Background: an optimization exercise with open tools, aiming at small area and a short achievable clock period. Do not read the settings as production practice.
The RTL was checked by simulation tests, not by an equivalence proof against the original design.
Power is estimated from default activity; no workload was simulated. No driver is modelled on the clock port, so clocking that relies on it looks cheaper here than on a real chip.

==> flow/design.v <==
module deserializer(
    input serial_data,
    input clk,rst,
    input deser_en,
    output reg[9:0] parallel_data,
    output reg data_valid,
    output wire issue        
);
reg [3:0] counter;
wire full = (counter == 4'd10);
assign issue = deser_en & full;
always @(posedge clk,negedge rst) begin
    if (!rst) begin
        counter<=4'b0;
        data_valid<=1'b0;
    end
    else begin
        data_valid <= issue;
        if (deser_en)
            counter <= full ? 4'd0 : counter + 1'b1;
    end
end
always @(posedge clk) begin
    if (deser_en & !full)
        parallel_data<={serial_data,parallel_data[9:1]};
end
endmodule
module SERIALIZER(
    input rst,clk,
    input [7:0] data,
    output reg ser_out,
    input data_valid,ss_n
);
reg [7:0] registers;
reg [3:0] counter;
always @(posedge clk,negedge rst)
begin
  if(!rst)
  begin
    counter<=4'b0000;
    registers<=8'b00;
    ser_out<=1'b0;
  end
  else if(data_valid)
  begin
    registers<=data;
    ser_out<=1'b0;
    counter<=4'b0000;
  end
  else if(!ss_n)
  begin
    if (counter!=4'd8) begin
      {registers,ser_out}<={1'b0,registers};
      counter<=counter+1'b1;
    end
    else begin
      counter<=4'd0;
    end
  end
  else
    counter<=4'b0000;
end
endmodule
module Single_Port_Asyn_RAM #(parameter MEM_DEPTH =256,parameter ADDR_SIZE=8)( 
    input [9:0]din,
    input clk,rst,rx_valid,
    input rx_issue,
    output [7:0] dout,
    output reg tx_valid
);
localparam NG = 24;
wire hi = din[7] & din[6];
wire k3 = din[5] & din[4];
wire [4:0] c_grp  = !hi ? din[7:3] : (!k3 ? {1'b0, din[3:0]} : {2'b10, din[2:0]});
wire [3:0] c_slot = !hi ? {1'b0, din[2:0]} : (!k3 ? {2'b10, din[5:4]} : {3'b100, din[3]});
wire cmd_wa = rx_valid & (din[9:8] == 2'b00);
wire cmd_wr = rx_valid & (din[9:8] == 2'b01);
wire iss_ra = rx_issue & (din[9:8] == 2'b10);
reg [8:0] read_address;
reg wa_set;    
always @(posedge clk,negedge rst) begin
    if (!rst) begin
        tx_valid<=1'b0;
        read_address<=9'b0;
        wa_set<=1'b0;
    end
    else begin
        tx_valid <= rx_valid & (din[9:8] == 2'b11);
        if (iss_ra)
            read_address <= {c_grp, c_slot};
        if (cmd_wa)
            wa_set <= 1'b1;
    end
end
reg [8:0] write_address;
reg [7:0] wd_p;
reg pend;
wire wa_zero = cmd_wr & !wa_set;
wire pend_n = cmd_wa ? 1'b0 : cmd_wr ? 1'b1 : pend;
always @(posedge clk) begin
    if (cmd_wa | wa_zero)
        write_address <= cmd_wa ? {c_grp, c_slot} : 9'b0;
    pend <= pend_n;
    if (cmd_wr)
        wd_p <= din[7:0];
end
reg [3:0] p11, p10;
wire [3:0] p11_n = (p11 == 4'd10) ? 4'd0 : p11 + 1'b1;
wire [3:0] p10_n = (p10 == 4'd9)  ? 4'd0 : p10 + 1'b1;
always @(posedge clk) begin
    p11 <= p11_n;
    p10 <= p10_n;
end
wire [3:0] w_slot_n = wa_zero ? 4'd0 : write_address[3:0];
wire [1:0] w_hi_n = wa_zero ? 2'd0 : write_address[8:7];
reg [2:0] wsel;
reg r_hit, fwd;
always @(posedge clk) begin
    wsel[0] <= pend_n & (w_hi_n == 2'd0) & (w_slot_n == p11_n);
    wsel[1] <= pend_n & (w_hi_n == 2'd1) & (w_slot_n == p11_n);
    wsel[2] <= pend_n & (w_hi_n == 2'd2) & (w_slot_n == p10_n);
    r_hit <= read_address[3:0] == (read_address[8] ? p10_n : p11_n);
    fwd <= pend_n & (wa_zero ? (read_address == 9'd0) : (write_address == read_address));
end
wire [2:0] w_lo = write_address[6:4];
wire [8*NG-1:0] tails;
genvar g;
generate
for (g = 0; g < NG; g = g + 1) begin : grp
    localparam L = (g < 16) ? 11 : 10;
    reg [8*L-1:0] ring;
    wire we = wsel[g / 8] && (w_lo == g % 8);
    assign tails[8*g +: 8] = ring[8*L-1 -: 8];
    always @(posedge clk)
        ring <= {ring[8*L-9:0], we ? wd_p : ring[8*L-1 -: 8]};
end
endgenerate
wire [4:0] r_grp = read_address[8:4];
reg [7:0] rbuf;
always @(posedge clk) begin
    if (r_hit)
        rbuf <= fwd ? wd_p : tails[8*r_grp +: 8];
end
assign dout = rbuf;
endmodule
module SPI_Slave(
    input MOSI,
    input clk,rst,ss_n,
    input tx_valid,
    output wire MISO,
    input [7:0]tx_data,
    output wire [9:0]rx_data,
    output wire rx_valid,
    output wire rx_issue
);
reg start_q, shift_q;
always @(posedge clk,negedge rst) begin
    if (!rst) begin
        start_q <= 1'b0;
        shift_q <= 1'b0;
    end
    else begin
        start_q <= !ss_n & !start_q & !shift_q;
        shift_q <= !ss_n & (start_q | shift_q);
    end
end
deserializer  Deserializer_SPI(
    .serial_data(MOSI),
    .clk(clk),
    .rst(rst),
    .deser_en(shift_q),
    .parallel_data(rx_data),
    .data_valid(rx_valid),
    .issue(rx_issue)
);
SERIALIZER SERIALIZER_SPI(
   .rst(rst),
   .clk(clk),
   .data(tx_data),
   .ser_out(MISO),
   .data_valid(tx_valid),
   .ss_n(ss_n)
);
endmodule
module SPI_TOP(
    input clk,
	input rst,
	input ss_n,
	input MOSI, 
	output MISO
);
	wire [9:0] SLAVE_RAM;
	wire [7:0] RAM_SLAVE;
	wire tx_valid, rx_valid, rx_issue;
	SPI_Slave SPI_SLAVE 
	(
		.MOSI(MOSI),
		.MISO(MISO),
		.ss_n(ss_n),
		.clk(clk),
		.rst(rst),
		.rx_data(SLAVE_RAM),
		.rx_valid(rx_valid),
		.rx_issue(rx_issue),
		.tx_data(RAM_SLAVE),
		.tx_valid(tx_valid)
	);
	Single_Port_Asyn_RAM RAM
	(
		.clk(clk),
		.rst(rst),
		.din(SLAVE_RAM),
		.rx_valid(rx_valid),
		.rx_issue(rx_issue),
		.dout(RAM_SLAVE),
		.tx_valid(tx_valid)
	);
endmodule
==> flow/run.sh <==
#!/bin/bash
# synth_recipe.tcl (not shown) runs the flow's synth.tcl, then flattens the netlist and writes it again
# the make line also repeats each setting of config.mk as NAME=value (left out here)
make -C /OpenROAD-flow-scripts/flow DESIGN_CONFIG=/design/flow/config.mk WORK_HOME=/design/flow/orfs CLKGATE_MAP_FILE= SYNTH_SCRIPT=/design/flow/synth_recipe.tcl finish
==> flow/config.mk <==
export PLATFORM = sky130hd
export DESIGN_NAME = SPI_TOP
export DESIGN_NICKNAME = SPI_TOP
export VERILOG_FILES = /design/flow/design.v
export SDC_FILE = /design/flow/constraint.sdc
export NUM_CORES = 8
export LEC_CHECK = 0
export CAP_MARGIN = 30
export CORE_MARGIN = 2
export CORE_UTILIZATION = 50
export CTS_CLUSTER_DIAMETER = 80
export CTS_CLUSTER_SIZE = 24
export SETUP_SLACK_MARGIN = 3.6
export SLEW_MARGIN = 40
==> flow/constraint.sdc <==
create_clock -name core_clock -period 6.0 [get_ports {clk}]
set_input_delay 1.2000 -clock core_clock [delete_from_list [all_inputs] [get_ports {clk}]]
set_output_delay 1.2000 -clock core_clock [all_outputs]
set_load 0.01 [all_outputs]
==> results.toml, run 1 <==
[hold_path]
hold_class = "reg -> reg"

[drt]
detail_route.wl_per_cell_um = 18.5
final_routed_drc_violation_total = 0
drt_wl_total_mm = 77.7
vias_per_cell = 4.52
drtAntennaViolNets = 0
first_iter_violations = 1247
firstDrtPassIters = 6
routed-via-count = 19000

[yosys]
top_flip_flop_cell_by_instance_count_after_synthesis = "dfxtp_1"
ys_seq_area_frac = 0.891
synth_fp_nets = 2835
synthDistinctLibCells = 57
synth-edff-count = 35
synthesis.yosys.warnings = 4
flops_latches_synth = 2128
syn_inst = 2829
avgSynthCellArea_sq_um = 17.1
syn-cell-area_sq_mm = 0.0484
synth-async-reset-ratio = 0.0146

[floorplanning]
fp.dieH_um = 315
initial_core_util = 0.503
std_cell_rows = 114
fp.coreArea_sq_mm = 0.0963
design.portCount = 5
fp.dieW_um = 315
design.die.area_sq_mm = 0.0993

[placed_design]
place_hpwl_mm = 49.2
placement.setup.worst_slack_ps = 3090
gp_routability_congestion = 0.847
place.port_buffers = 4

[layout]
design.final.nets = 2901
area_delta_synth_final_pct = 9.09
layout_commonest_cell = "dfxtp_1"
mostFrequentLayoutCells = "2062 x dfxtp_1, 133 x mux2_2, 105 x clkbuf_16"
final_util = 0.548
layout-drive-gt1-share = 0.107
n_fill_cell = 7557

[timing]
drv_slew = 0
final-setup-viol-count = 0
clock_skew_ps = 35.3
worstMarginPinSlew_ps = 861
max_freq_ghz = 0.416
rsz0062_at_grt = "true"
max_slew_margin = 0.425
hold_ws_ps = 305
timing.final.hold_violations = 0
fin_ws_ps = 3600
period_share = 0.401
finalSetupTns_ps = 0
fin_crit_ps = 2400

[critical_path]
cp_data_arrival_time_ps = 1200
cp_slowest_cell = "dfrtp_1"
critical-path-max-stage-delay_ps = 400
critPathLaunchType = "flip-flop"
reg2reg_slack_ps = 3680
cp-end-kind = "output pin"
critical_path_buffer_and_inverter_count = 1
cp.required_ps = 4800
critical-path-top-delay-family = "flip-flops"
path_max_fanout = 2
cp_cell_sequence = "buf_6"
worstSetupPathType = "reg -> out"

[cts]
cts_buffer_depth = 3
clkSlewWorstSetupHoldPaths_ps = 90
clock_latency_ps = 690
htree_num_levels = 3
count_of_hold_fix_buffers_inserted_at_cts = 0
cts-root-buf = "clkbuf_16"
tritoncts_buffers = 100
cts_num_sinks = 2128
tritoncts = "yes"

[global_routing]
wire_length_of_the_first_global_routing_pass_mm = 118
grt.overflow.total = 0
groute.usage.overall = 0.159
number_of_global_route_vias_before_repair = 19000
maximum_number_of_pins_on_one_net_before_global_route_repair = 32
antenna_violations_before_repair = 2

[power]
total_power_mw = 22.3
power.static_leakage_nw = 20.6
peakVddDrop_v = 0.000268
pwrdens_mw_per_mm2 = 423

[flow_run]
maxCapViolations = 0

[outcome]
status = "complete, no violations"
-- path summary, 6_finish.rpt --
kind                                                  startpoint                   end  cells after the start
max in group asynchronous                                    rst   RAM.read_address[5]                      2
worst min-delay path                        RAM.grp[18].ring[60]  RAM.grp[18].ring[68]                      0
min in group asynchronous                                    rst   RAM.read_address[4]                      2
worst min register to register              RAM.grp[18].ring[60]  RAM.grp[18].ring[68]                      0
worst max register to register               RAM.read_address[4]           RAM.rbuf[4]                      6
worst max-delay path            SPI_SLAVE.SERIALIZER_SPI.ser_out                  MISO                      1
-- routing by layer --
metal	track usage	vias up	share of wire
li1	-	9261	-
met1	0.238	9335	0.51
met2	0.236	265	0.43
met3	0.0259	114	0.037
met4	0.0527	0	0.024
met5	0	-	0
-- sequential cells by signal (all words and copies together), names as in the netlist, 3 cells and up --
register	flops
RAM.wd_p	8
RAM.p11	4
SPI_SLAVE.Deserializer_SPI.parallel_data	10
RAM.p10	4
SPI_SLAVE.Deserializer_SPI.counter	4
RAM.write_address	9
SPI_SLAVE.SERIALIZER_SPI.counter	4
RAM.wsel	3
RAM.grp.ring	2048
SPI_SLAVE.SERIALIZER_SPI.registers	8
RAM.rbuf	8
RAM.read_address	9
-- power by group --
group          internal [mW]  switching (mW)
combinational          0.261           0.385
sequential              14.3           0.165
clock                   3.16            4.05
-- metrics by stage --
| stage | cells | instance area [sq um] |
|---|---|---|
| 2_1_floorplan | 2829 | 48400 |
| 3_3_place_gp | 4061 | 49800 |
| 5_1_grt | 4193 | 52800 |
| 4_1_cts | 4192 | 52700 |
| 3_5_place_dp | 4062 | 49900 |
| 6_report | 4194 | 52800 |
-- cell type report --
class	instances	area [sq um]	area share
Antenna cell	1	2.50	0.0000474
Tap cell	1276	1600	0.0302
Clock inverter	7	124	0.00235
Multi-Input combinational cell	621	4970	0.0942
Sequential cell	2128	43100	0.817
Timing Repair Buffer	22	241	0.00457
Clock buffer	117	2650	0.0502
Inverter	22	82.6	0.00156
-- cell usage after synthesis (all sizes together) (11+ instances only) --
cell	instances	area, sq um
dfxtp	2062	41300
mux2	133	1500
nand2	95	357
o21ai	82	410
mux2i	42	420
clkbuf	40	154
nor2	39	161
edfxtp	35	1050
dfrtp	31	776
mux4	28	657
inv	22	82.6
nand3	20	100
buf	18	111
nand2b	17	106
nor2b	17	106
a21oi	14	70.1
xnor2	14	123
a211oi	13	103
a22oi	11	82.6
nor3	11	55.1
-- cells by family after synthesis --
group / Yosys count / share of synthesized area
xor gates and xnor gates: 21 / 0.00380
and+or+nand+nor: 232 / 0.0230
AOI/OAI and AO/OA: 163 / 0.0214
muxes: 203 / 0.0532
adders and majority gates: 2 / 0.000517
buffers and inverters: 80 / 0.00719
DFF: 2128 / 0.891
-- what timing repair did --
action                                  in CTS  in global routing
setup buffers                                6                  0
hold endpoints to repair                     0                  0
pin swaps                                    0                  0
cloned                                       0                  1
resized for setup                            5                  3
endpoints found under the setup margin       9                  4
==> run 2: changes to the inputs <==
--- a/flow/design.v
+++ b/flow/design.v
@@ -124,6 +124,7 @@
 end
 wire [2:0] w_lo = write_address[6:4];
 wire [8*NG-1:0] tails;
+wire [7:0] wdn = ~wd_p;
 genvar g;
 generate
 for (g = 0; g < NG; g = g + 1) begin : grp
@@ -131,8 +132,10 @@
     reg [8*L-1:0] ring;
     wire we = wsel[g / 8] && (w_lo == g % 8);
     assign tails[8*g +: 8] = ring[8*L-1 -: 8];
+    wire [7:0] head;
+    ring_head hd [7:0] (.wdn(wdn), .wen(!we), .t(ring[8*L-1 -: 8]), .h(head));
     always @(posedge clk)
-        ring <= {ring[8*L-9:0], we ? wd_p : ring[8*L-1 -: 8]};
+        ring <= {ring[8*L-9:0], head};
 end
 endgenerate
 wire [4:0] r_grp = read_address[8:4];
@@ -142,6 +145,9 @@
         rbuf <= fwd ? wd_p : tails[8*r_grp +: 8];
 end
 assign dout = rbuf;
+endmodule
+module ring_head(input wdn, input wen, input t, output h);
+assign h = ~((wdn | wen) & ~(t & wen));
 endmodule
 module SPI_Slave(
     input MOSI,
--- a/flow/config.mk
+++ b/flow/config.mk
@@ -9,6 +9,8 @@
 export CORE_MARGIN = 2
 export CORE_UTILIZATION = 50
 export CTS_CLUSTER_DIAMETER = 80
-export CTS_CLUSTER_SIZE = 24
+export CTS_CLUSTER_SIZE = 32
 export SETUP_SLACK_MARGIN = 3.6
 export SLEW_MARGIN = 40
+export SYNTH_HIERARCHICAL = 1
+export SYNTH_MINIMUM_KEEP_SIZE = 0
==> results.toml, run 2 <==
[outcome]
status = "complete, no violations"

[placed_design]
placed_cell_area_sq_mm = 0.0496
place_hpwl_mm = 43.2
dp_cells = 4192
placement.setup.worst_slack_ps = 2950
place.port_buffers = 4
gp_routability_congestion = 0.822

[layout]
seqCellArea_sq_mm = 0.0431
n_fill_cell = 7580
final_util = 0.545
antenna_diode_count = 0
mostFrequentLayoutCells = "2062 x dfxtp_1, 237 x nand2_1, 207 x o21ai_1"
multi_input_comb_area_sq_mm = 0.00477
reg.largest.list = "RAM.grp.ring (2048), SPI_SLAVE.Deserializer_SPI.parallel_data (10)"
layoutNonFillerInstCount = 4292
design.final.nets = 3018
largest-register = "RAM.grp.ring"
layout-drive-gt1-share = 0.0486
layout_commonest_cell = "dfxtp_1"
area_delta_synth_final_pct = 7.77
number_of_flip_flops_under_the_largest_register_name = 2048
finish.instance_area_sq_mm = 0.0519

[global_routing]
groute.usage.overall = 0.147
globalRouteMet1Util = 0.219
grtUsageMet2 = 0.219
antenna_violations_before_repair = 0
grt_use_met3 = 0.0240
maximum_number_of_pins_on_one_net_before_global_route_repair = 34
number_of_global_route_vias_before_repair = 18900
grt.overflow.total = 0
wire_length_of_the_first_global_routing_pass_mm = 111
global_route.peak_usage_layer = "met1"

[critical_path]
cp.required_ps = 4800
path_max_fanout = 2
worstSetupPathType = "reg -> out"
cp_slowest_cell = "dfrtp_1"
cp_cell_sequence = "buf_6"
worstRegToRegCells = 3
critical_path.reg2reg.endpoint = "RAM.grp[12].ring[1]"
cp-end-kind = "output pin"
reg2reg_slack_ps = 3660
critical-path-max-stage-delay_ps = 440
cp_data_arrival_time_ps = 1270
critical_path_buffer_and_inverter_count = 1
critPathLaunchType = "flip-flop"
timing.rr.start = "RAM.write_address[4]"
critical-path-top-delay-family = "flip-flops"

[timing]
fin_ws_ps = 3530
final-setup-viol-count = 0
period_share = 0.412
finalSetupTns_ps = 0
rsz0062_at_grt = "true"
fin_crit_ps = 2470
clock_skew_ps = 41.4
max_freq_ghz = 0.405
timing.final.hold_violations = 0
worstMarginPinSlew_ps = 800
drv_slew = 0
max_slew_margin = 0.465
hold_ws_ps = 306

[drt]
drtAntennaViolNets = 0
detail_route.wl_per_cell_um = 16.7
first_iter_violations = 1195
vias_per_cell = 4.52
firstDrtPassIters = 5
drt_wl_total_mm = 71.6
final_routed_drc_violation_total = 0
routed-via-count = 19400

[power]
sequentialPowerShare = 0.674
combPwrFrac = 0.029
peakVddDrop_v = 0.000229
clockPowerShare = 0.297
switchingPower_mw = 4.30
pwrdens_mw_per_mm2 = 409
power.static_leakage_nw = 19.8
power.switching_fraction = 0.202
total_power_mw = 21.3
p_int_mw = 17.0

[cts]
cts-root-buf = "clkbuf_16"
tritoncts = "yes"
clkSlewWorstSetupHoldPaths_ps = 110
htree_num_levels = 3
tritoncts_buffers = 77
clock_latency_ps = 690
cts_buffer_depth = 3
cts_num_sinks = 2128

[yosys]
synth-async-reset-ratio = 0.0146
synth_compound_gate_area_share = 0.0377
ys_seq_area_frac = 0.895
synthesis.yosys.warnings = 10
synth_fa_ha_area_frac = 0.000520
yosys-top-cells-area = "dfxtp_1 86%, edfxtp_1 2.2%, o21ai_1 2.2%"
synth_largest_type_area_fraction = 0.857
flops_latches_synth = 2128
synth_commonest_cells = "2062 x dfxtp_1, 238 x nand2_1, 207 x o21ai_1, 37 x mux2i_1, 35 x edfxtp_1"
syn_inst = 2951
synth_fp_nets = 2957
yosysMostFrequentCell = "dfxtp_1"
syn-cell-area_sq_mm = 0.0482
synth_xor_xnor_area_share = 0.00364
muxShareOfSynthArea = 0.0236
dominant_combinational_cell_family_by_area_after_synthesis = "compound AO/OA/AOI/OAI gates"
synthDistinctLibCells = 63
synth-edff-count = 35
top_flip_flop_cell_by_instance_count_after_synthesis = "dfxtp_1"
synth-simple-area-share = 0.0331
avgSynthCellArea_sq_um = 16.3
synth.largest_area_cell = "dfxtp_1"

[hold_path]
min_to = "RAM.grp[22].ring[13]"
beginning_of_the_worst_hold_path = "RAM.grp[22].ring[5]"
hold_class = "reg -> reg"
min_path_cells = 0

[floorplanning]
initial_core_util = 0.506
std_cell_rows = 113
fp.dieW_um = 314
fp.dieH_um = 314
design.portCount = 5
design.die.area_sq_mm = 0.0988
fp.coreArea_sq_mm = 0.0952

[flow_run]
maxCapViolations = 0
[run 2: cell count changes after synthesis, moves of 8 or more]
cell | before | now
nand2b_1 | 17 | 9
mux4_2 | 21 | 13
o21ai_1 | 1 | 207
mux4_1 | 7 | 15
nand2_1 | 95 | 238
clkbuf_1 | 39 | 11
o21ai_0 | 81 | 22
a31oi_1 | 5 | 16
mux2_2 | 133 | 7
nor2_1 | 33 | 24
[run 2: layout make-up]
| type | count | share of cell area |
|---|---|---|
| multi-input cells | 768 | 0.0920 |
| well taps | 1265 | 0.0305 |
| repair buffers | 17 | 0.00391 |
| clock buffers | 88 | 0.0393 |
| inverters | 20 | 0.00169 |
| clock inverters | 6 | 0.00178 |
| flip-flops and latches | 2128 | 0.831 |
[run 2: worst max-delay path by stage]
stage,from,endpoint,slack (ps),cells past startpoint
finish,SPI_SLAVE.SERIALIZER_SPI.ser_out,MISO,3530,1
global route,SPI_SLAVE.SERIALIZER_SPI.ser_out,MISO,3470,1
CTS,SPI_SLAVE.SERIALIZER_SPI.ser_out,MISO,3460,1
detailed placement,RAM.read_address[5],RAM.rbuf[7],2950,6
global placement,RAM.read_address[5],RAM.rbuf[7],2980,6
floorplan,RAM.read_address[4],RAM.rbuf[7],4210,5
[run 2: power by group through the flow]
stage | Clock (mW) | Combinational [mW] | Sequential, mW
detailed placement | 0 | 0.526 | 14.7
finish | 6.32 | 0.617 | 14.3
global placement | 0 | 0.503 | 14.7
global route | 7.03 | 0.654 | 14.3
CTS | 6.54 | 0.594 | 14.3
floorplan | 0 | 0.436 | 14.6
[run 2: cell families after synthesis]
logic type               count (synthesis)
flip-flops                            2128
buffers and inverters                   55
XOR/XNOR                                20
adder cells (fa/ha/maj)                  2
AO/OA/AOI/OAI                          318
AND/OR/NAND/NOR                        356
multiplexers                            72
[run 2: modules after synthesis, one instance, submodules excluded, a selection]
module / area [sq um] / copies in the design / flops+latches / cells inside
deserializer: 543 / 1 / 15 / 33
Single_Port_Asyn_RAM: 45200 / 1 / 2098 / 2471
SERIALIZER: 622 / 1 / 13 / 59
ring_head: 8.76 / 192 / 0 / 2
SPI_Slave: 65.1 / 1 / 2 / 4
[run 2: timing repair]
action / 4_1_cts / 5_1_grt
gates cloned: 1 / 0
endpoints found under the setup margin: 17 / 37
setup buffers: 3 / 2
pin swaps: 0 / 0
resized for setup: 16 / 4
hold buffers: 0 / 0
[run 2: per-layer routing]
layer	routed length (um)	part of all wire
met1	36900	0.52
met2	30100	0.42
met3	2560	0.036
met4	2070	0.029
met5	0	0
==> run 3: changes to the inputs <==
--- a/flow/config.mk
+++ b/flow/config.mk
@@ -9,7 +9,7 @@
 export CORE_MARGIN = 2
 export CORE_UTILIZATION = 50
 export CTS_CLUSTER_DIAMETER = 80
-export CTS_CLUSTER_SIZE = 32
+export CTS_CLUSTER_SIZE = 24
 export SETUP_SLACK_MARGIN = 3.6
 export SLEW_MARGIN = 40
 export SYNTH_HIERARCHICAL = 1
==> results.toml, run 3 <==
[outcome]
status = "complete, no violations"

[power]
clockPowerShare = 0.320
peakVddDrop_v = 0.000227
total_power_mw = 22.0
switchingPower_mw = 4.42
power.static_leakage_nw = 20.1
p_int_mw = 17.6
pwrdens_mw_per_mm2 = 419
power.switching_fraction = 0.201
combPwrFrac = 0.028
sequentialPowerShare = 0.651

[floorplanning]
initial_core_util = 0.506
design.portCount = 5
fp.dieH_um = 314
fp.dieW_um = 314
fp.coreArea_sq_mm = 0.0952
design.die.area_sq_mm = 0.0988
std_cell_rows = 113

[drt]
vias_per_cell = 4.51
drt_wl_total_mm = 72.4
firstDrtPassIters = 6
detail_route.wl_per_cell_um = 16.8
final_routed_drc_violation_total = 0
routed-via-count = 19500
first_iter_violations = 1220
drtAntennaViolNets = 0

[critical_path]
cp-end-kind = "output pin"
path_max_fanout = 2
critical_path_buffer_and_inverter_count = 1
cp_slowest_cell = "dfrtp_1"
critical-path-top-delay-family = "flip-flops"
cp_data_arrival_time_ps = 1260
worstSetupPathType = "reg -> out"
critPathLaunchType = "flip-flop"
critical-path-max-stage-delay_ps = 440
cp_cell_sequence = "buf_6"
cp.required_ps = 4800

[yosys]
synth.largest_area_cell = "dfxtp_1"
flops_latches_synth = 2128
syn-cell-area_sq_mm = 0.0482
syn_inst = 2951
synth_commonest_cells = "2062 x dfxtp_1, 238 x nand2_1, 207 x o21ai_1, 37 x mux2i_1, 35 x edfxtp_1"
top_flip_flop_cell_by_instance_count_after_synthesis = "dfxtp_1"
synthDistinctLibCells = 63
ys_seq_area_frac = 0.895
yosysMostFrequentCell = "dfxtp_1"
yosys-top-cells-area = "dfxtp_1 86%, edfxtp_1 2.2%, o21ai_1 2.2%"
synthesis.yosys.warnings = 10
avgSynthCellArea_sq_um = 16.3
synth-edff-count = 35
synth_largest_type_area_fraction = 0.857
synth_fp_nets = 2957
synth-async-reset-ratio = 0.0146

[layout]
layout-drive-gt1-share = 0.0538
largest-register = "RAM.grp.ring"
multi_input_comb_area_sq_mm = 0.00476
area_delta_synth_final_pct = 8.83
mostFrequentLayoutCells = "2062 x dfxtp_1, 237 x nand2_1, 207 x o21ai_1"
final_util = 0.551
finish.instance_area_sq_mm = 0.0524
reg.largest.list = "RAM.grp.ring (2048), SPI_SLAVE.Deserializer_SPI.parallel_data (10)"
seqCellArea_sq_mm = 0.0431
number_of_flip_flops_under_the_largest_register_name = 2048
n_fill_cell = 7547
layout_commonest_cell = "dfxtp_1"
design.final.nets = 3040

[global_routing]
maximum_number_of_pins_on_one_net_before_global_route_repair = 34
grt.overflow.total = 0
wire_length_of_the_first_global_routing_pass_mm = 112
number_of_global_route_vias_before_repair = 19200
groute.usage.overall = 0.149
antenna_violations_before_repair = 0

[timing]
fin_ws_ps = 3540
fin_crit_ps = 2460
drv_slew = 0
worstMarginPinSlew_ps = 804
rsz0062_at_grt = "true"
final-setup-viol-count = 0
max_freq_ghz = 0.406
max_slew_margin = 0.463
clock_skew_ps = 36.8
timing.final.hold_violations = 0
period_share = 0.411
finalSetupTns_ps = 0

[cts]
clock_latency_ps = 690
clkSlewWorstSetupHoldPaths_ps = 90
cts_buffer_depth = 3
htree_num_levels = 3
tritoncts_buffers = 99
cts_num_sinks = 2128
cts-root-buf = "clkbuf_16"
tritoncts = "yes"

[hold_path]
hold_class = "reg -> reg"

[placed_design]
place_hpwl_mm = 43.2
placement.setup.worst_slack_ps = 2950
placed_cell_area_sq_mm = 0.0496
place.port_buffers = 4
gp_routability_congestion = 0.822

[flow_run]
maxCapViolations = 0
[run 3: cell counts after synthesis]
Identical to the previous run, type by type.
[run 3: kinds of logic after synthesis]
logic type      share of synthesized area
compound gates                     0.0377
xor+xnor                          0.00364
fa+ha+maj                        0.000520
buf+inv                           0.00634
flops                               0.895
mux                                0.0236
simple gates                       0.0331
[run 3: routing by layer]
| layer | GRT usage | vias to the layer above | share of wire |
|---|---|---|---|
| li1 | - | 9734 | - |
| met1 | 0.221 | 9320 | 0.51 |
| met2 | 0.221 | 286 | 0.42 |
| met3 | 0.0236 | 136 | 0.034 |
| met4 | 0.0541 | 0 | 0.031 |
| met5 | 0 | - | 0 |
[run 3: metrics by stage]
stage                     instances  hold slack [ps]
final                          4314              318
after global placement         4192              310
after global routing           4313              324
after floorplan                2951              310
after CTS                      4311              319
after detailed placement       4192              312
[run 3: power by group through the flow]
stage          combinational (mW)  sequential (mW)  clock (mW)
2_1_floorplan               0.436             14.6           0
3_3_place_gp                0.503             14.7           0
3_5_place_dp                0.526             14.7           0
4_1_cts                     0.601             14.3        7.24
5_1_grt                     0.662             14.3        7.76
6_report                    0.624             14.3        7.04
[run 3: cell type report]
cell class | instances | share of cell area
Sequential cell | 2128 | 0.823
Multi-Input combinational cell | 768 | 0.0909
Clock buffer | 110 | 0.0489
Tap cell | 1265 | 0.0302
Timing Repair Buffer | 17 | 0.00411
Inverter | 20 | 0.00167
Clock inverter | 5 | 0.00153
Antenna cell | 1 | 0.0000478
[run 3: final timing paths]
| kind | from | end | slack, ps | cells past startpoint |
|---|---|---|---|---|
| max | SPI_SLAVE.SERIALIZER_SPI.ser_out | MISO | 3540 | 1 |
| min | RAM.grp[10].ring[7] | RAM.grp[10].ring[15] | 320 | 0 |
| max reg2reg | RAM.write_address[4] | RAM.grp[14].ring[1] | 3660 | 4 |
| min reg2reg | RAM.grp[10].ring[7] | RAM.grp[10].ring[15] | 320 | 0 |
| max in group asynchronous | rst | RAM.read_address[5] | 4700 | 2 |
| min in group asynchronous | rst | RAM.read_address[4] | 930 | 2 |
[run 3: repair_timing]
action                                  in CTS  in global routing
hold buffers                                 0                  0
endpoints found under the setup margin      18                 41
resized for setup                           16                  2
setup buffers                                3                  2
pin swaps                                    0                  0
cloned                                       1                  0
[run 3: worst register-to-register path, cell delays in order, from the launching register on]
cell	delay, ps
edfxtp_1	470
nor2b_1	640
nand3_1	740
nand2_1	250
o21ai_1	90
[run 3: per-module statistics from Yosys (local to each module, per instance), a selection]
module	copies in the design	cells inside	cell area [sq um]	flip-flops and latches
SERIALIZER	1	59	622	13
deserializer	1	33	543	15
ring_head	192	2	8.76	0
SPI_Slave	1	4	65.1	2
Single_Port_Asyn_RAM	1	2471	45200	2098
==> run 4: changes to the inputs <==
==> flow/flow/run.sh (new file) <==
#!/bin/bash
# Layout flow: the standard ORFS flow (standard.sh), with three changes:
# - the flip-flop driving MISO's output buffer is moved next to that buffer
#   before detailed placement (flow/miso.tcl), so it does not drive a long wire;
# - clock tree synthesis with larger sink clusters and no dummy loads;
# each tool's output goes to a log file of its own here.
set -euo pipefail
export PRE_DETAIL_PLACE_TCL="$PWD/flow/miso.tcl"
export CTS_ARGS="-sink_clustering_enable -repair_clock_nets -sink_clustering_size 32 -sink_clustering_max_diameter 80 -dont_use_dummy_load"
bash standard.sh synth > log_synth.txt 2>&1
bash standard.sh floorplan > log_floorplan.txt 2>&1
bash standard.sh place > log_place.txt 2>&1
bash standard.sh cts > log_cts.txt 2>&1
bash standard.sh route > log_route.txt 2>&1
bash standard.sh finish > log_finish.txt 2>&1
==> flow/flow/miso.tcl (new file) <==
# Place the flip-flop that drives the MISO port's buffer next to that buffer,
# which the flow has placed at the port; detailed placement then legalizes it.
set block [ord::get_db_block]
set bt [$block findBTerm MISO]
set onet [$bt getNet]
set buf ""
foreach it [$onet getITerms] { if {[$it isOutputSignal]} { set buf [$it getInst] } }
if {$buf ne ""} {
  set ff ""
  foreach it [$buf getITerms] {
    if {[$it isInputSignal]} {
      foreach it2 [[$it getNet] getITerms] { if {[$it2 isOutputSignal]} { set ff [$it2 getInst] } }
    }
  }
  if {$ff ne ""} {
    set loc [$buf getLocation]
    set fw [[$ff getMaster] getWidth]
    set x [expr {[lindex $loc 0] - $fw}]
    if {$x < 0} { set x [expr {[lindex $loc 0] + [[$buf getMaster] getWidth]}] }
    puts "miso.tcl: moving [$ff getName] from [$ff getLocation] to $x [lindex $loc 1] (buffer [$buf getName] at $loc)"
    $ff setLocation $x [lindex $loc 1]
    $ff setPlacementStatus PLACED
  }
}
==> flow/standard.sh (new file) <==
#!/bin/bash
# synth_recipe.tcl (not shown) runs the flow's synth.tcl, then flattens the netlist and writes it again
# the make line also repeats each setting of config.mk as NAME=value (left out here)
make -C /OpenROAD-flow-scripts/flow DESIGN_CONFIG=/design/flow/config.mk WORK_HOME=/design/flow/orfs CLKGATE_MAP_FILE= SYNTH_SCRIPT=/design/flow/synth_recipe.tcl "${@:-finish}"
--- a/flow/config.mk
+++ b/flow/config.mk
@@ -8,8 +8,6 @@
 export CAP_MARGIN = 30
 export CORE_MARGIN = 2
 export CORE_UTILIZATION = 50
-export CTS_CLUSTER_DIAMETER = 80
-export CTS_CLUSTER_SIZE = 24
 export SETUP_SLACK_MARGIN = 3.6
 export SLEW_MARGIN = 40
 export SYNTH_HIERARCHICAL = 1
removed: flow/run.sh
==> results.toml, run 4 <==
[layout]
reg.largest.list = "RAM.grp.ring (2048), SPI_SLAVE.Deserializer_SPI.parallel_data (10)"
layout_commonest_cell = "dfxtp_1"
number_of_flip_flops_under_the_largest_register_name = 2048
mostFrequentLayoutCells = "2062 x dfxtp_1, 236 x nand2_1, 207 x o21ai_1"
antenna_diode_count = 0
finish.instance_area_sq_mm = 0.0517
layoutNonFillerInstCount = 4277
layout-drive-gt1-share = 0.0471
largest-register = "RAM.grp.ring"
area_delta_synth_final_pct = 7.38
design.final.nets = 3020
n_fill_cell = 7595

[critical_path]
critical-path-top-delay-family = "flip-flops"
critPathLaunchType = "flip-flop"
cp-end-kind = "output pin"
cp_cell_sequence = "buf_6"
worstSetupPathType = "reg -> out"
critical-path-max-stage-delay_ps = 400
critical_path_buffer_and_inverter_count = 1
path_max_fanout = 2
reg2reg_slack_ps = 3680
cp.required_ps = 4800
worstRegToRegCells = 4
worst_setup_path_startpoint = "SPI_SLAVE.SERIALIZER_SPI.ser_out"
timing.rr.start = "RAM.write_address[4]"
cp_data_arrival_time_ps = 1180
critical_path.reg2reg.endpoint = "RAM.grp[10].ring[4]"
cp_slowest_cell = "dfrtp_1"

[drt]
first_iter_violations = 1144
detail_route.wl_per_cell_um = 16.8
final_routed_drc_violation_total = 0
firstDrtPassIters = 5
drtAntennaViolNets = 0
routed-via-count = 19300
drt_wl_total_mm = 71.8
vias_per_cell = 4.52

[yosys]
top_flip_flop_cell_by_instance_count_after_synthesis = "dfxtp_1"
synthDistinctLibCells = 63
synth_largest_type_area_fraction = 0.857
synth-edff-count = 35
synth_commonest_cells = "2062 x dfxtp_1, 238 x nand2_1, 207 x o21ai_1, 37 x mux2i_1, 35 x edfxtp_1"
synth-async-reset-ratio = 0.0146
yosys-top-cells-area = "dfxtp_1 86%, edfxtp_1 2.2%, o21ai_1 2.2%"
synth_fp_nets = 2957
yosysMostFrequentCell = "dfxtp_1"
synth.largest_area_cell = "dfxtp_1"
ys_seq_area_frac = 0.895
avgSynthCellArea_sq_um = 16.3
syn_inst = 2951
flops_latches_synth = 2128
synthesis.yosys.warnings = 10
syn-cell-area_sq_mm = 0.0482

[timing]
fin_ws_ps = 3620
rsz0062_at_grt = "true"
clock_skew_ps = 38.5
worstMarginPinSlew_ps = 839
period_share = 0.396
finalSetupTns_ps = 0
fin_crit_ps = 2380
max_slew_margin = 0.438
final-setup-viol-count = 0
max_freq_ghz = 0.421
drv_slew = 0
timing.final.hold_violations = 0

[cts]
tritoncts = "yes"
count_of_hold_fix_buffers_inserted_at_cts = 0
clkSlewWorstSetupHoldPaths_ps = 110
clock_latency_ps = 660
cts_num_sinks = 2128
htree_num_levels = 3
cts_buffer_depth = 3
tritoncts_buffers = 76
cts-root-buf = "clkbuf_16"

[global_routing]
maximum_number_of_pins_on_one_net_before_global_route_repair = 34
antenna_violations_before_repair = 0
number_of_global_route_vias_before_repair = 19000
grt.overflow.total = 0
groute.usage.overall = 0.147
wire_length_of_the_first_global_routing_pass_mm = 111

[floorplanning]
design.die.area_sq_mm = 0.0988
fp.coreArea_sq_mm = 0.0952
std_cell_rows = 113
fp.dieW_um = 314
design.portCount = 5
fp.dieH_um = 314
initial_core_util = 0.506

[hold_path]
beginning_of_the_worst_hold_path = "RAM.grp[21].ring[56]"
min_to = "RAM.grp[21].ring[64]"
hold_class = "reg -> reg"
min_path_cells = 0

[outcome]
status = "complete, no violations"

[power]
power.static_leakage_nw = 19.8
peakVddDrop_v = 0.000262
total_power_mw = 21.0
pwrdens_mw_per_mm2 = 406

[placed_design]
placed_cell_area_sq_mm = 0.0496
dp_cells = 4192
gp_routability_congestion = 0.822
placement.setup.worst_slack_ps = 2950
place_hpwl_mm = 43.4
place.port_buffers = 4

[flow_run]
maxCapViolations = 0
==> run 4: cell counts after synthesis <==
No cell type changed its count.
==> run 4: where the power goes <==
group / internal (mW) / leakage, nW / switching (mW) / total, mW
clock network: 2.30 / 0.937 / 3.74 / 6.04
logic: 0.256 / 1.52 / 0.373 / 0.629
registers: 14.2 / 17.3 / 0.0875 / 14.3
total: 16.8 / 19.8 / 4.20 / 21.0
==> run 4: metrics by stage <==
stage	hold WS [ps]	util
floorplan	310	-
global placement	310	0.521
detailed placement	312	0.521
CTS	306	0.543
global route	303	0.543
finish	306	0.543
==> run 4: worst register-to-register path: stages, from the launching register on <==
cell and delay [ps]:
edfxtp_1 470, nor2b_1 670, nand2_1 710, nand2_1 240
o21ai_1 80
==> run 4: per-layer routing <==
metal  vias to the layer above  track usage  share of wire
met2                       263        0.220           0.42
met3                       131       0.0243          0.033
met1                      9288        0.218           0.51
met5                         -            0              0
met4                         0       0.0510          0.033
li1                       9660            -              -
==> run 4: how the worst max path moves through the flow <==
stage	end	slack, ps	depth (start not counted)
2_1_floorplan	RAM.rbuf[7]	4210	5
3_3_place_gp	RAM.rbuf[7]	2980	6
3_5_place_dp	RAM.rbuf[7]	2950	6
4_1_cts	MISO	3570	1
5_1_grt	RAM.grp[4].ring[1]	3500	4
6_report	MISO	3620	1
==> run 4: final cells by class <==
cell class,count,area (sq um),share of cell area
clock buffer,76,1900,0.0368
timing repair buffer,20,238,0.00460
inverter,20,87.6,0.00169
tap,1265,1580,0.0306
multi-input combinational,768,4780,0.0925
sequential,2128,43100,0.834
==> run 4: kinds of logic after synthesis <==
logic type | after synthesis | synth area share
AOI/OAI and AO/OA | 318 | 0.0377
muxes | 72 | 0.0236
xor gates and xnor gates | 20 | 0.00364
adders and majority gates | 2 | 0.000520
DFF | 2128 | 0.895
and+or+nand+nor | 356 | 0.0331
buffers and inverters | 55 | 0.00634
==> run 4: per-module statistics from Yosys, one instance, submodules excluded, a selection <==
module,cells inside,flip-flops and latches,cell area (sq um)
SERIALIZER,59,13,622
deserializer,33,15,543
ring_head,2,0,8.76
SPI_Slave,4,2,65.1
Single_Port_Asyn_RAM,2471,2098,45200
==> run 4: timing repair <==
action | 4_1_cts | 5_1_grt
buffers inserted | 4 | 4
gates resized for setup | 15 | 6
gates cloned | 1 | 0
setup endpoints to repair | 17 | 44
pin swaps | 0 | 0
==> run 5: changes to the inputs <==
--- a/flow/config.mk
+++ b/flow/config.mk
@@ -8,7 +8,7 @@
 export CAP_MARGIN = 30
 export CORE_MARGIN = 2
 export CORE_UTILIZATION = 50
-export SETUP_SLACK_MARGIN = 3.6
+export SETUP_SLACK_MARGIN = 4.0
 export SLEW_MARGIN = 40
 export SYNTH_HIERARCHICAL = 1
 export SYNTH_MINIMUM_KEEP_SIZE = 0
==> results.toml, run 5 <==
[critical_path]
cp.required_ps = 4800
worstSetupPathType = "reg -> out"
path_max_fanout = 2
worstRegToRegCells = 7
critical_path_buffer_and_inverter_count = 1
cp_slowest_cell = "dfrtp_1"
cp-end-kind = "output pin"
worstSetupPathDepth = 1
critPathLaunchType = "flip-flop"
cp_data_arrival_time_ps = 1180
critical-path-top-delay-family = "flip-flops"
cp_cell_sequence = "buf_6"
critical-path-max-stage-delay_ps = 400

[yosys]
yosys-top-cells-area = "dfxtp_1 86%, edfxtp_1 2.2%, o21ai_1 2.2%"
synth.largest_area_cell = "dfxtp_1"
ys_seq_area_frac = 0.895
synthesis.yosys.warnings = 10
synth_fa_ha_area_frac = 0.000520
dominant_combinational_cell_family_by_area_after_synthesis = "compound AO/OA/AOI/OAI gates"
flops_latches_synth = 2128
avgSynthCellArea_sq_um = 16.3
synth_xor_xnor_area_share = 0.00364
synth_compound_gate_area_share = 0.0377
synthDistinctLibCells = 63
synth-edff-count = 35
syn-cell-area_sq_mm = 0.0482
top_flip_flop_cell_by_instance_count_after_synthesis = "dfxtp_1"
synth_commonest_cells = "2062 x dfxtp_1, 238 x nand2_1, 207 x o21ai_1, 37 x mux2i_1, 35 x edfxtp_1"
muxShareOfSynthArea = 0.0236
syn_inst = 2951
synth-simple-area-share = 0.0331
synth_largest_type_area_fraction = 0.857
yosysMostFrequentCell = "dfxtp_1"
synth-async-reset-ratio = 0.0146
synth_fp_nets = 2957

[placed_design]
placement.setup.worst_slack_ps = 2950
placed_cell_area_sq_mm = 0.0496
place_hpwl_mm = 43.4
gp_routability_congestion = 0.822
place.port_buffers = 4

[floorplanning]
fp.dieW_um = 314
fp.dieH_um = 314
std_cell_rows = 113
fp.coreArea_sq_mm = 0.0952
design.die.area_sq_mm = 0.0988
design.portCount = 5
initial_core_util = 0.506

[layout]
antenna_diode_count = 0
layout-drive-gt1-share = 0.0793
mostFrequentLayoutCells = "2061 x dfxtp_1, 228 x nand2_1, 207 x o21ai_1"
n_fill_cell = 7522
design.final.nets = 3048
area_delta_synth_final_pct = 8.92
number_of_flip_flops_under_the_largest_register_name = 2048
reg.largest.list = "RAM.grp.ring (2048), SPI_SLAVE.Deserializer_SPI.parallel_data (10)"
layout_commonest_cell = "dfxtp_1"
largest-register = "RAM.grp.ring"
finish.instance_area_sq_mm = 0.0524

[global_routing]
maximum_number_of_pins_on_one_net_before_global_route_repair = 33
wire_length_of_the_first_global_routing_pass_mm = 113
antenna_violations_before_repair = 0
number_of_global_route_vias_before_repair = 19100
groute.usage.overall = 0.150
grt.overflow.total = 0

[cts]
cts-root-buf = "clkbuf_16"
tritoncts_buffers = 76
clock_latency_ps = 670
clkSlewWorstSetupHoldPaths_ps = 100
cts_buffer_depth = 3
htree_num_levels = 3
cts_num_sinks = 2128
tritoncts = "yes"

[timing]
fin_crit_ps = 2380
fin_ws_ps = 3620
worstMarginPinSlew_ps = 722
max_slew_margin = 0.518
finalSetupTns_ps = 0
max_freq_ghz = 0.420
clock_skew_ps = 37.0
timing.final.hold_violations = 0
final-setup-viol-count = 0
hold_ws_ps = 306
rsz0062_at_grt = "true"
period_share = 0.396
drv_slew = 0

[hold_path]
min_path_cells = 0
hold_class = "reg -> reg"

[drt]
detail_route.wl_per_cell_um = 17.2
final_routed_drc_violation_total = 0
drt_wl_total_mm = 74.0
drtAntennaViolNets = 0
vias_per_cell = 4.52
routed-via-count = 19400
firstDrtPassIters = 5
first_iter_violations = 1226

[power]
pwrdens_mw_per_mm2 = 406
peakVddDrop_v = 0.000262
total_power_mw = 21.3
power.static_leakage_nw = 19.9

[outcome]
status = "complete, no violations"

[flow_run]
maxCapViolations = 0
-- run 5: cell counts after synthesis --
No cell type changed its count.
-- run 5: modules after synthesis (local to each module, per instance), excerpt --
| module | cells | flip-flops and latches |
|---|---|---|
| SERIALIZER | 59 | 13 |
| ring_head | 2 | 0 |
| SPI_Slave | 4 | 2 |
| Single_Port_Asyn_RAM | 2471 | 2098 |
| deserializer | 33 | 15 |
-- run 5: cell type report --
type	count	area [sq um]	share of cell area
clock buffer	76	1900	0.0363
sequential	2128	43100	0.822
timing repair buffer	48	693	0.0132
tap	1265	1580	0.0302
inverter	20	87.6	0.00167
multi-input combinational	768	5060	0.0965
-- run 5: repair_timing --
action,4_1_cts,5_1_grt
pin swaps,18,15
buffers inserted,16,13
cloned,6,2
hold buffers,0,0
endpoints found under the setup margin,187,53
gates resized for setup,95,37
-- run 5: cell families after synthesis --
| kind of cell | after synthesis |
|---|---|
| simple gates | 356 |
| compound gates | 318 |
| fa+ha+maj | 2 |
| buf+inv | 55 |
| mux | 72 |
| xor+xnor | 20 |
| flops | 2128 |
-- run 5: report_power, final --
group	total, mW	switching, mW	internal (mW)
logic	0.907	0.472	0.435
registers	14.3	0.0929	14.2
clock network	6.04	3.74	2.30
-- run 5: per-stage QoR --
| step | std cells | util |
|---|---|---|
| floorplan | 2951 | - |
| global placement | 4192 | 0.521 |
| detailed placement | 4192 | 0.521 |
| CTS | 4290 | 0.548 |
| global route | 4305 | 0.551 |
| finish | 4305 | 0.551 |
-- run 5: worst paths after layout --
kind / slack [ps] / startpoint / endpoint
min reg2reg: 310 / RAM.grp[18].ring[19] / RAM.grp[18].ring[27]
max: 3620 / SPI_SLAVE.SERIALIZER_SPI.ser_out / MISO
max reg2reg: 3830 / RAM.read_address[4] / RAM.rbuf[6]
min: 310 / RAM.grp[18].ring[19] / RAM.grp[18].ring[27]
max in group asynchronous: 4660 / rst / RAM.read_address[8]
min in group asynchronous: 970 / rst / RAM.read_address[6]
-- run 5: per-layer routing --
| metal | vias up | global-route usage | part of all wire |
|---|---|---|---|
| met4 | 0 | 0.0489 | 0.030 |
| met5 | - | 0 | 0 |
| met2 | 260 | 0.226 | 0.43 |
| met1 | 9344 | 0.222 | 0.51 |
| li1 | 9709 | - | - |
| met3 | 131 | 0.0253 | 0.032 |
==> run 6: changes to the inputs <==
--- a/flow/config.mk
+++ b/flow/config.mk
@@ -8,7 +8,7 @@
 export CAP_MARGIN = 30
 export CORE_MARGIN = 2
 export CORE_UTILIZATION = 50
-export SETUP_SLACK_MARGIN = 4.0
+export SETUP_SLACK_MARGIN = 3.8
 export SLEW_MARGIN = 40
 export SYNTH_HIERARCHICAL = 1
 export SYNTH_MINIMUM_KEEP_SIZE = 0
==> results.toml, run 6 <==
[outcome]
status = "complete, no violations"

[hold_path]
min_path_cells = 0
hold_class = "reg -> reg"

[layout]
layout-drive-gt1-share = 0.0554
antenna_diode_count = 0
n_fill_cell = 7569
layoutNonFillerInstCount = 4282
area_delta_synth_final_pct = 7.73
largest-register = "RAM.grp.ring"
multi_input_comb_area_sq_mm = 0.00487
number_of_flip_flops_under_the_largest_register_name = 2048
seqCellArea_sq_mm = 0.0431
reg.largest.list = "RAM.grp.ring (2048), SPI_SLAVE.Deserializer_SPI.parallel_data (10)"
layout_commonest_cell = "dfxtp_1"
design.final.nets = 3025
mostFrequentLayoutCells = "2062 x dfxtp_1, 232 x nand2_1, 207 x o21ai_1"

[floorplanning]
initial_core_util = 0.506
design.portCount = 5
std_cell_rows = 113
design.die.area_sq_mm = 0.0988
fp.dieW_um = 314
fp.coreArea_sq_mm = 0.0952
fp.dieH_um = 314

[drt]
final_routed_drc_violation_total = 0
vias_per_cell = 4.52
detail_route.wl_per_cell_um = 16.9
firstDrtPassIters = 5
routed-via-count = 19300
drtAntennaViolNets = 0
first_iter_violations = 1121
drt_wl_total_mm = 72.3

[yosys]
synth_fp_nets = 2957
avgSynthCellArea_sq_um = 16.3
synth_largest_type_area_fraction = 0.857
synthesis.yosys.warnings = 10
synth-simple-area-share = 0.0331
synth_compound_gate_area_share = 0.0377
syn_inst = 2951
synth_fa_ha_area_frac = 0.000520
synthDistinctLibCells = 63
muxShareOfSynthArea = 0.0236
yosysMostFrequentCell = "dfxtp_1"
ys_seq_area_frac = 0.895
top_flip_flop_cell_by_instance_count_after_synthesis = "dfxtp_1"
synth_xor_xnor_area_share = 0.00364
dominant_combinational_cell_family_by_area_after_synthesis = "compound AO/OA/AOI/OAI gates"
synth.largest_area_cell = "dfxtp_1"
flops_latches_synth = 2128
synth-async-reset-ratio = 0.0146
syn-cell-area_sq_mm = 0.0482
yosys-top-cells-area = "dfxtp_1 86%, edfxtp_1 2.2%, o21ai_1 2.2%"
synth_commonest_cells = "2062 x dfxtp_1, 238 x nand2_1, 207 x o21ai_1, 37 x mux2i_1, 35 x edfxtp_1"
synth-edff-count = 35

[timing]
finalSetupTns_ps = 0
final-setup-viol-count = 0
worstMarginPinSlew_ps = 841
drv_slew = 0
timing.final.hold_violations = 0
max_freq_ghz = 0.420
rsz0062_at_grt = "true"
period_share = 0.397
max_slew_margin = 0.438
fin_crit_ps = 2380
clock_skew_ps = 37.9

[cts]
cts-root-buf = "clkbuf_16"
clock_latency_ps = 670
cts_num_sinks = 2128
cts_buffer_depth = 3
tritoncts = "yes"
tritoncts_buffers = 76
htree_num_levels = 3
count_of_hold_fix_buffers_inserted_at_cts = 0
clkSlewWorstSetupHoldPaths_ps = 100

[global_routing]
groute.usage.overall = 0.147
number_of_global_route_vias_before_repair = 19000
grt.overflow.total = 0
maximum_number_of_pins_on_one_net_before_global_route_repair = 34
antenna_violations_before_repair = 0
wire_length_of_the_first_global_routing_pass_mm = 111

[power]
power.switching_fraction = 0.201
pwrdens_mw_per_mm2 = 405
switchingPower_mw = 4.22
peakVddDrop_v = 0.000262
clockPowerShare = 0.287
sequentialPowerShare = 0.681
p_int_mw = 16.8
combPwrFrac = 0.032
power.static_leakage_nw = 19.8

[critical_path]
cp_slowest_cell = "dfrtp_1"
critical-path-top-delay-family = "flip-flops"
cp-end-kind = "output pin"
cp_cell_sequence = "buf_6"
worstSetupPathType = "reg -> out"
critPathLaunchType = "flip-flop"
path_max_fanout = 2
cp_data_arrival_time_ps = 1180
critical-path-max-stage-delay_ps = 400
critical_path_buffer_and_inverter_count = 1
worstRegToRegCells = 6
worstSetupPathDepth = 1
cp.required_ps = 4800

[placed_design]
place_hpwl_mm = 43.4
place.port_buffers = 4
dp_cells = 4192
gp_routability_congestion = 0.822

[flow_run]
maxCapViolations = 0
[run 6: cell counts after synthesis]
Identical to the previous run, type by type.
[run 6: kinds of logic after synthesis]
family,count (synthesis)
compound gates,318
xor+xnor,20
fa+ha+maj,2
buf+inv,55
flops,2128
mux,72
simple gates,356
[run 6: timing repair]
action	CTS	global route
endpoints found under the hold margin	0	0
pin swaps	0	7
gates cloned	1	1
endpoints found under the setup margin	97	96
gates resized for setup	29	17
setup buffers	6	6
[run 6: metal layers]
layer | track usage | share of wire
met5 | 0 | 0
met4 | 0.0522 | 0.033
met3 | 0.0243 | 0.032
met2 | 0.220 | 0.42
met1 | 0.218 | 0.51
[run 6: worst reg2reg max path: cells and delay by family, from the launching register on]
kind                   cells  cell delay (ps)
and+or+nand+nor            1              230
DFF                        1              530
AOI/OAI and AO/OA          2              270
buffers and inverters      2              370
muxes                      1              470
[run 6: Yosys stat by module (local to each module, per instance), a selection]
| module | cell area (sq um) | cells | times used |
|---|---|---|---|
| SPI_Slave | 65.1 | 4 | 1 |
| SERIALIZER | 622 | 59 | 1 |
| deserializer | 543 | 33 | 1 |
| ring_head | 8.76 | 2 | 192 |
| Single_Port_Asyn_RAM | 45200 | 2471 | 1 |
[run 6: metrics by stage]
| step | util | cell area [sq um] | worst slack [ps] | hold WS (ps) | total power [mW] |
|---|---|---|---|---|---|
| global route | 0.545 | 51900 | 3550 | 303 | 21.8 |
| CTS | 0.543 | 51700 | 3570 | 306 | 21.2 |
| finish | 0.545 | 51900 | 3620 | 307 | 21.0 |
| floorplan | - | 48200 | 4210 | 310 | 15.0 |
| global placement | 0.521 | 49600 | 2980 | 310 | 15.2 |
| detailed placement | 0.521 | 49600 | 2950 | 312 | 15.2 |
[run 6: area by class of cell]
type | instances | share of cell area
flip-flops and latches | 2128 | 0.831
multi-input cells | 768 | 0.0939
clock buffers | 76 | 0.0367
well taps | 1265 | 0.0305
repair buffers | 25 | 0.00605
inverters | 20 | 0.00169
[run 6: path summary, 6_finish.rpt]
| path | from | endpoint | slack (ps) |
|---|---|---|---|
| setup / recovery | SPI_SLAVE.SERIALIZER_SPI.ser_out | MISO | 3620 |
| hold / removal | RAM.grp[18].ring[19] | RAM.grp[18].ring[27] | 310 |
| setup reg to reg | RAM.read_address[4] | RAM.rbuf[6] | 3830 |
| hold reg to reg | RAM.grp[18].ring[19] | RAM.grp[18].ring[27] | 310 |
| max in group asynchronous | rst | RAM.read_address[5] | 4670 |
| min in group asynchronous | rst | RAM.read_address[4] | 960 |
[run 6: power groups by stage]
stage / registers [mW] / clock network, mW / logic (mW)
floorplan: 14.6 / 0 / 0.436
global placement: 14.7 / 0 / 0.503
detailed placement: 14.7 / 0 / 0.527
CTS: 14.3 / 6.26 / 0.624
global route: 14.3 / 6.73 / 0.710
finish: 14.3 / 6.05 / 0.669
==> run 7: changes to the inputs <==
--- a/flow/design.v
+++ b/flow/design.v
@@ -124,7 +124,6 @@
 end
 wire [2:0] w_lo = write_address[6:4];
 wire [8*NG-1:0] tails;
-wire [7:0] wdn = ~wd_p;
 genvar g;
 generate
 for (g = 0; g < NG; g = g + 1) begin : grp
@@ -132,10 +131,8 @@
     reg [8*L-1:0] ring;
     wire we = wsel[g / 8] && (w_lo == g % 8);
     assign tails[8*g +: 8] = ring[8*L-1 -: 8];
-    wire [7:0] head;
-    ring_head hd [7:0] (.wdn(wdn), .wen(!we), .t(ring[8*L-1 -: 8]), .h(head));
     always @(posedge clk)
-        ring <= {ring[8*L-9:0], head};
+        ring <= {ring[8*L-9:0], we ? wd_p : ring[8*L-1 -: 8]};
 end
 endgenerate
 wire [4:0] r_grp = read_address[8:4];
@@ -145,9 +142,6 @@
         rbuf <= fwd ? wd_p : tails[8*r_grp +: 8];
 end
 assign dout = rbuf;
-endmodule
-module ring_head(input wdn, input wen, input t, output h);
-assign h = ~((wdn | wen) & ~(t & wen));
 endmodule
 module SPI_Slave(
     input MOSI,
--- a/flow/config.mk
+++ b/flow/config.mk
@@ -8,7 +8,5 @@
 export CAP_MARGIN = 30
 export CORE_MARGIN = 2
 export CORE_UTILIZATION = 50
-export SETUP_SLACK_MARGIN = 3.8
+export SETUP_SLACK_MARGIN = 3.6
 export SLEW_MARGIN = 40
-export SYNTH_HIERARCHICAL = 1
-export SYNTH_MINIMUM_KEEP_SIZE = 0
==> results.toml, run 7 <==
[critical_path]
worstSetupPathType = "reg -> out"
critPathLaunchType = "flip-flop"
cp.required_ps = 4800
cp_data_arrival_time_ps = 1180
critical-path-top-delay-family = "flip-flops"
cp-end-kind = "output pin"
critical_path_buffer_and_inverter_count = 1
path_max_fanout = 2
cp_slowest_cell = "dfrtp_1"
critical-path-max-stage-delay_ps = 390
cp_cell_sequence = "buf_2"
reg2reg_slack_ps = 3630

[timing]
clock_skew_ps = 36.3
final-setup-viol-count = 0
period_share = 0.396
worstMarginPinSlew_ps = 858
drv_slew = 0
fin_crit_ps = 2380
finalSetupTns_ps = 0
timing.final.hold_violations = 0
rsz0062_at_grt = "true"
max_freq_ghz = 0.421
max_slew_margin = 0.427

[cts]
tritoncts = "yes"
cts_buffer_depth = 3
cts_num_sinks = 2128
htree_num_levels = 3
clkSlewWorstSetupHoldPaths_ps = 110
tritoncts_buffers = 77
clock_latency_ps = 670
cts-root-buf = "clkbuf_16"

[yosys]
top_flip_flop_cell_by_instance_count_after_synthesis = "dfxtp_1"
synth_fp_nets = 2835
syn_inst = 2829
yosys-top-cells-area = "dfxtp_1 85%, mux2_2 3.1%, edfxtp_1 2.2%"
synth_largest_type_area_fraction = 0.853
ys_seq_area_frac = 0.891
synth.largest_area_cell = "dfxtp_1"
synth_commonest_cells = "2062 x dfxtp_1, 133 x mux2_2, 95 x nand2_1, 81 x o21ai_0, 42 x mux2i_1"
synth-async-reset-ratio = 0.0146
yosysMostFrequentCell = "dfxtp_1"
synthDistinctLibCells = 57
synthesis.yosys.warnings = 4
syn-cell-area_sq_mm = 0.0484
synth-edff-count = 35
flops_latches_synth = 2128
avgSynthCellArea_sq_um = 17.1

[placed_design]
gp_routability_congestion = 0.847
place.port_buffers = 4
place_hpwl_mm = 49.1

[global_routing]
number_of_global_route_vias_before_repair = 18900
maximum_number_of_pins_on_one_net_before_global_route_repair = 33
grt.overflow.total = 0
antenna_violations_before_repair = 1
groute.usage.overall = 0.157
wire_length_of_the_first_global_routing_pass_mm = 116

[hold_path]
hold_class = "reg -> reg"

[drt]
routed-via-count = 18800
vias_per_cell = 4.54
drt_wl_total_mm = 76.8
firstDrtPassIters = 6
detail_route.wl_per_cell_um = 18.5
final_routed_drc_violation_total = 0
drtAntennaViolNets = 0
first_iter_violations = 1292

[layout]
number_of_flip_flops_under_the_largest_register_name = 2048
largest-register = "RAM.grp.ring"
seqCellArea_sq_mm = 0.0431
reg.largest.list = "RAM.grp.ring (2048), SPI_SLAVE.Deserializer_SPI.parallel_data (10)"
layout-drive-gt1-share = 0.0972
n_fill_cell = 7682
layout_commonest_cell = "dfxtp_1"
multi_input_comb_area_sq_mm = 0.00498
mostFrequentLayoutCells = "2062 x dfxtp_1, 133 x mux2_2, 95 x nand2_1"
design.final.nets = 2878
area_delta_synth_final_pct = 7.31

[floorplanning]
design.die.area_sq_mm = 0.0993
fp.dieH_um = 315
initial_core_util = 0.503
fp.coreArea_sq_mm = 0.0963
std_cell_rows = 114
fp.dieW_um = 315
design.portCount = 5

[power]
pwrdens_mw_per_mm2 = 409
power.static_leakage_nw = 20.2
peakVddDrop_v = 0.000279
total_power_mw = 21.2

[flow_run]
maxCapViolations = 0

[outcome]
status = "complete, no violations"
[run 7: what timing repair did]
item	CTS	global route
endpoints found under the setup margin	9	5
gates cloned	0	1
setup buffers	6	0
hold buffers	0	0
resized for setup	5	2
pin swaps	0	0
[run 7: per-stage QoR]
step | instance area, sq um | utilization | setup slack [ps] | hold WS, ps | std cells
after detailed placement | 49900 | 0.518 | 3090 | 312 | 4062
after global routing | 51900 | 0.539 | 3560 | 300 | 4146
after global placement | 49800 | 0.518 | 3120 | 310 | 4061
final | 51900 | 0.539 | 3620 | 297 | 4147
after floorplan | 48400 | - | 3970 | 310 | 2829
after CTS | 51900 | 0.539 | 3570 | 300 | 4145
[run 7: routing by layer]
| metal | GRT usage | routed length (um) | part of all wire | vias to the layer above |
|---|---|---|---|---|
| li1 | - | - | - | 9191 |
| met1 | 0.235 | 39500 | 0.51 | 9216 |
| met2 | 0.231 | 32200 | 0.42 | 280 |
| met3 | 0.0249 | 2890 | 0.038 | 120 |
| met4 | 0.0538 | 2150 | 0.028 | 0 |
| met5 | 0 | 0 | 0 | - |
[run 7: where the power goes]
group | total, mW | internal, mW | switching [mW]
clock network | 6.10 | 2.33 | 3.77
logic | 0.640 | 0.255 | 0.385
registers | 14.5 | 14.3 | 0.163
[run 7: path summary, 6_finish.rpt]
check	startpoint	end	cells after the start
min in group asynchronous	rst	RAM.read_address[2]	2
min	RAM.grp[15].ring[59]	RAM.grp[15].ring[67]	0
max in group asynchronous	rst	RAM.read_address[5]	2
max reg2reg	RAM.read_address[7]	RAM.rbuf[5]	4
max	SPI_SLAVE.SERIALIZER_SPI.ser_out	MISO	1
min reg2reg	RAM.grp[15].ring[59]	RAM.grp[15].ring[67]	0
[run 7: area by class of cell]
class	count	share of cell area
multi-input combinational	621	0.0960
clock buffer	77	0.0371
antenna	1	0.0000482
sequential	2128	0.830
timing repair buffer	22	0.00429
tap	1276	0.0307
inverter	22	0.00159
[run 7: cells by family after synthesis]
| family | Yosys count | share of synthesized area |
|---|---|---|
| AOI/OAI and AO/OA | 163 | 0.0214 |
| xor gates and xnor gates | 21 | 0.00380 |
| adders and majority gates | 2 | 0.000517 |
| buffers and inverters | 80 | 0.00719 |
| DFF | 2128 | 0.891 |
| muxes | 203 | 0.0532 |
| and+or+nand+nor | 232 | 0.0230 |

==> what the ideal ports hide <==
In the flow no input, the clock included, has a driving cell. The finished layouts below were timed again as built, in two steps. Step 1 sets driving cells, clkbuf_16 on the clock port and buf_2 on the other inputs (assumed; they add their load-dependent delay and slew). Step 2 adds t to the input delays and takes it off the output delays; t is the mean of the earliest and latest rising clock arrival at the registers after step 1. Input paths then give back, and output paths get back, about the clock's delay inside the block. Slacks: ideal / step 1 / step 2; pairs: ideal / step 1.
run	t (ns)	slack for setup (ns)	worst setup path at the end	latest minus earliest clock arrival (ns)	worst register clock-pin slew, ns
run 1	0.740	3.596 / 3.528 / 3.362	input to register	0.043 / 0.044	0.10 / 0.10
run 2	0.734	3.529 / 3.460 / 3.370	input to register	0.045 / 0.044	0.12 / 0.12
run 3	0.736	3.537 / 3.469 / 3.358	input to register	0.039 / 0.039	0.10 / 0.10
run 4	0.714	3.624 / 3.555 / 3.345	input to register	0.043 / 0.043	0.12 / 0.12
run 5	0.716	3.622 / 3.554 / 3.356	input to register	0.043 / 0.043	0.12 / 0.12
run 6	0.714	3.621 / 3.554 / 3.347	input to register	0.042 / 0.043	0.12 / 0.12
run 7	0.722	3.623 / 3.555 / 3.312	input to register	0.050 / 0.049	0.11 / 0.11
After both steps setup and hold are still met in every run listed. The setup slack of run 7, which loses most, moves by -0.068 ns with the drivers and by -0.311 ns with both steps.
